From an optimization exercise on the open Yosys and OpenROAD flow, aimed at small area and a short achievable clock period; shortcuts taken in it are not production practice. In this exercise RTL edits were held to simulation tests only and were not proved equivalent to the original.

## pbit_lattice
module pbit_lattice (
    input  wire        clk,
    input  wire        rst,         
    input  wire        run,         
    input  wire [31:0] seed_mix,    
    input  wire        cfg_we,      
    input  wire [6:0]  cfg_addr,    
    input  wire [5:0]  cfg_wdata,   
    output wire [26:0] s            
);
localparam L = 3;
localparam N = L*L*L;
localparam [N*RNG_bit_width-1:0] SEEDS = {
        32'h55724a8a,
        32'hafa2d07c,
        32'h1121a14d,
        32'h8fde5639,
        32'h132a29cf,
        32'h27cd95a0,
        32'h26af91d1,
        32'ha71dba49,
        32'h5552da89,
        32'hdab4fcb8,
        32'h093f36eb,
        32'h8eca7365,
        32'h7965c0fe,
        32'h4d317c68,
        32'h022dd18d,
        32'h3c7ba9e3,
        32'h8be9794d,
        32'h3c95ad20,
        32'h819ed6b6,
        32'he7158a80,
        32'h21f64544,
        32'he06c85af,
        32'hbaec4ef7,
        32'h02ff349d,
        32'h4f876aa3,
        32'h9c2b9d9f,
        32'h2ae75e2e
};
reg [2:0] ph;
always @(posedge clk) begin
    if (rst) ph <= 3'b001;
    else ph <= {ph[1:0], ph[2]};
end
reg first;
always @(posedge clk) first <= rst;
reg [j_bit_width-1:0]   Js [0:3*N-1];    
reg [h_bit_width-1:0]   hs [0:N-1];
reg [RNG_bit_width-1:0] rs [0:N-1];
reg [N-1:0]             ss0, ss1, ss2;
wire [4*N-1:0] dec;
genvar a;
generate
for (a = 0; a < 4*N; a = a + 1) begin : gdec
    assign dec[a] = cfg_we && (cfg_addr == a);
end
endgenerate
wire [5:0] wd0 = rst ? 6'd0 : cfg_wdata;
wire [5:0] wd1 = ~wd0;
wire [31:0] rmixn1 = ~({32{rst}} & seed_mix);    
wire [31:0] rmixn0 = ~({32{rst}} & ~seed_mix);   
wire s_en   = run & ~rst;
wire s_keep = ~run & ~rst;
genvar x, y, z, d, b;
generate
for (z = 0; z < L; z = z + 1) begin : gz
  for (y = 0; y < L; y = y + 1) begin : gy
    localparam integer UA  = (L - (y+z)%L) % L;
    localparam integer A   = UA + L*y + L*L*z;
    localparam integer XP  = (UA+1)%L + L*y + L*L*z;
    localparam integer XM  = (UA+L-1)%L + L*y + L*L*z;
    localparam integer YP  = UA + L*((y+1)%L) + L*L*z;
    localparam integer YM  = UA + L*((y+L-1)%L) + L*L*z;
    localparam integer ZP  = UA + L*y + L*L*((z+1)%L);
  ...
Size in the first run: about 76 I/O pins, ~85000 sq um of cells after synthesis.
export LEC_CHECK = 0
export CAP_MARGIN = 20
export CORE_MARGIN = 2
export CORE_UTILIZATION = 55
export CTS_CLUSTER_DIAMETER = 80
export CTS_CLUSTER_SIZE = 24
export SLEW_MARGIN = 20
export SYNTH_HIERARCHICAL = 1
export SYNTH_MINIMUM_KEEP_SIZE = 0
export TNS_END_PERCENT = 10
create_clock -name core_clock -period 10.0 [get_ports {clk}]
standard.sh (not shown) runs the stock make flow with config.mk's settings and CLKGATE_MAP_FILE= SYNTH_SCRIPT=/design/flow/synth_recipe.tcl, a recipe that flattens the netlist after the stock synthesis.
==> flow/flow/run.sh <==
#!/bin/bash
# The standard layout (the standard.sh, unchanged synthesis and steps),
# with timing repair aimed at a 3.5 ns period: setup slack margin 6.5 ns
# against the design's 10 ns clock. All of make's output goes to
# standard.log.
set -euo pipefail
bash standard.sh SETUP_SLACK_MARGIN=6.5 finish > standard.log 2>&1
Edit:
--- a/flow/config.mk
+++ b/flow/config.mk
@@ -16 +15,0 @@
-export TNS_END_PERCENT = 10
Effect:
- The new run completed with no timing, DRC or antenna violations
- via count rose slightly
- synthesized cell count stays the same
- global-route usage grows by 1.5 points
- critical path depth went down by 1
- first-iteration DRC count increases by a few percent
- fmax hardly moves
- worst setup slack is about the same
- cell count climbs slightly


south:
Another version of the RTL of pbit_lattice (not shown whole).
Size: roughly 8300 cells after synthesis, about 76 I/O pins, about 81000 um2 of cells after synthesis.
make LEC_CHECK=0 CAP_MARGIN=20 CORE_MARGIN=2 CORE_UTILIZATION=55 CTS_CLUSTER_DIAMETER=80 CTS_CLUSTER_SIZE=24 SETUP_SLACK_MARGIN=5 SLEW_MARGIN=20 SYNTH_HIERARCHICAL=1 SYNTH_MINIMUM_KEEP_SIZE=0 finish   # period 10.0 ns
run.sh (not shown) runs the stock make flow with config.mk's settings and CLKGATE_MAP_FILE= SYNTH_SCRIPT=/design/flow/synth_recipe.tcl, a recipe that flattens the netlist after the stock synthesis.
Stock flow here: none of the scripts above is used.
In summary, south completed successfully, with a layout that passed the timing, DRC and antenna checks.
For west, these inputs were changed with respect to south:
# south
export LEC_CHECK = 0
export CAP_MARGIN = 20
export CORE_MARGIN = 2
export CORE_UTILIZATION = 55
export CTS_CLUSTER_DIAMETER = 80
export CTS_CLUSTER_SIZE = 24
export SETUP_SLACK_MARGIN = 5
export SLEW_MARGIN = 20
export SYNTH_HIERARCHICAL = 1
export SYNTH_MINIMUM_KEEP_SIZE = 0
create_clock -name core_clock -period 10.0 [get_ports {clk}]
# west
export LEC_CHECK = 0
export CAP_MARGIN = 20
export CORE_MARGIN = 2
export CORE_UTILIZATION = 55
export CTS_CLUSTER_DIAMETER = 80
export CTS_CLUSTER_SIZE = 24
export SLEW_MARGIN = 20
export SYNTH_HIERARCHICAL = 1
export SYNTH_MINIMUM_KEEP_SIZE = 0
export TNS_END_PERCENT = 10
create_clock -name core_clock -period 10.0 [get_ports {clk}]
==> flow/flow/run.sh (new file) <==
#!/bin/bash
# The standard layout (the standard.sh, unchanged synthesis and steps),
# with timing repair aimed at a 4 ns period: setup slack margin 6 ns against
# the design's 10 ns clock. All of make's output goes to standard.log.
set -euo pipefail
bash standard.sh SETUP_SLACK_MARGIN=6 finish > standard.log 2>&1
==> flow/standard.sh (new file) <==
#!/bin/bash
# synth_recipe.tcl (not shown) runs the flow's synth.tcl, then flattens the netlist and writes it again
# the make line also repeats each setting of config.mk as NAME=value (left out here)
make -C /OpenROAD-flow-scripts/flow DESIGN_CONFIG=/design/flow/config.mk WORK_HOME=/design/flow/orfs CLKGATE_MAP_FILE= SYNTH_SCRIPT=/design/flow/synth_recipe.tcl "${@:-finish}"
removed: flow/run.sh
==> comparison <==
- In the reports for west and south, the smaller global-route usage belongs to south.
- From south to west the numbers moved as follows: number of setup buffers added after CTS saw an increase, average vias per placed instance saw little to no change, final cell count saw an increase, pin count of the biggest net entering global routing saw an increase.
- In the metrics for west and south, the one carrying the higher routed wire length is west.

-- separate check: timing with driven ports --
No port has a modelled driver above. Below, the same layouts with a new extraction and two added sets of constraints.
Step 1 (the two cells are an assumption about what drives the block):
set clk [get_ports {clk}]
set_driving_cell -lib_cell sky130_fd_sc_hd__clkbuf_16 $clk
set_driving_cell -lib_cell sky130_fd_sc_hd__buf_2 [delete_from_list [all_inputs] $clk]
Step 2 adds t to the input delays and takes it off the output delays; t is the mean of the earliest and latest rising clock arrival at the registers after step 1. Input paths then give back, and output paths get back, about the clock's delay inside the block.
a / b / c = ideal ports / drivers / drivers and shift; a / b = the first two.
run | shift t [ns] | setup WS [ns] | worst setup path at the end | slew at the worst register clock pin (ns) | worst slew at a driven data input, ns
the first run of note 1 | 0.832 | 5.728 / 5.656 / 5.135 | input to register | 0.10 / 0.10 | 0.21
the second run of note 1 | 0.820 | 5.726 / 5.702 / 5.596 | input to register | 0.10 / 0.10 | 0.06
south | 0.817 | 4.985 / 4.991 / 4.229 | input to register | 0.10 / 0.10 | 0.14
west | 0.798 | 5.401 / 5.401 / 4.965 | input to register | 0.10 / 0.10 | 0.07
After both steps setup and hold are still met in every run listed. For south, which loses most, drivers alone change the setup slack by +0.006 ns; drivers and shift together by -0.756 ns.
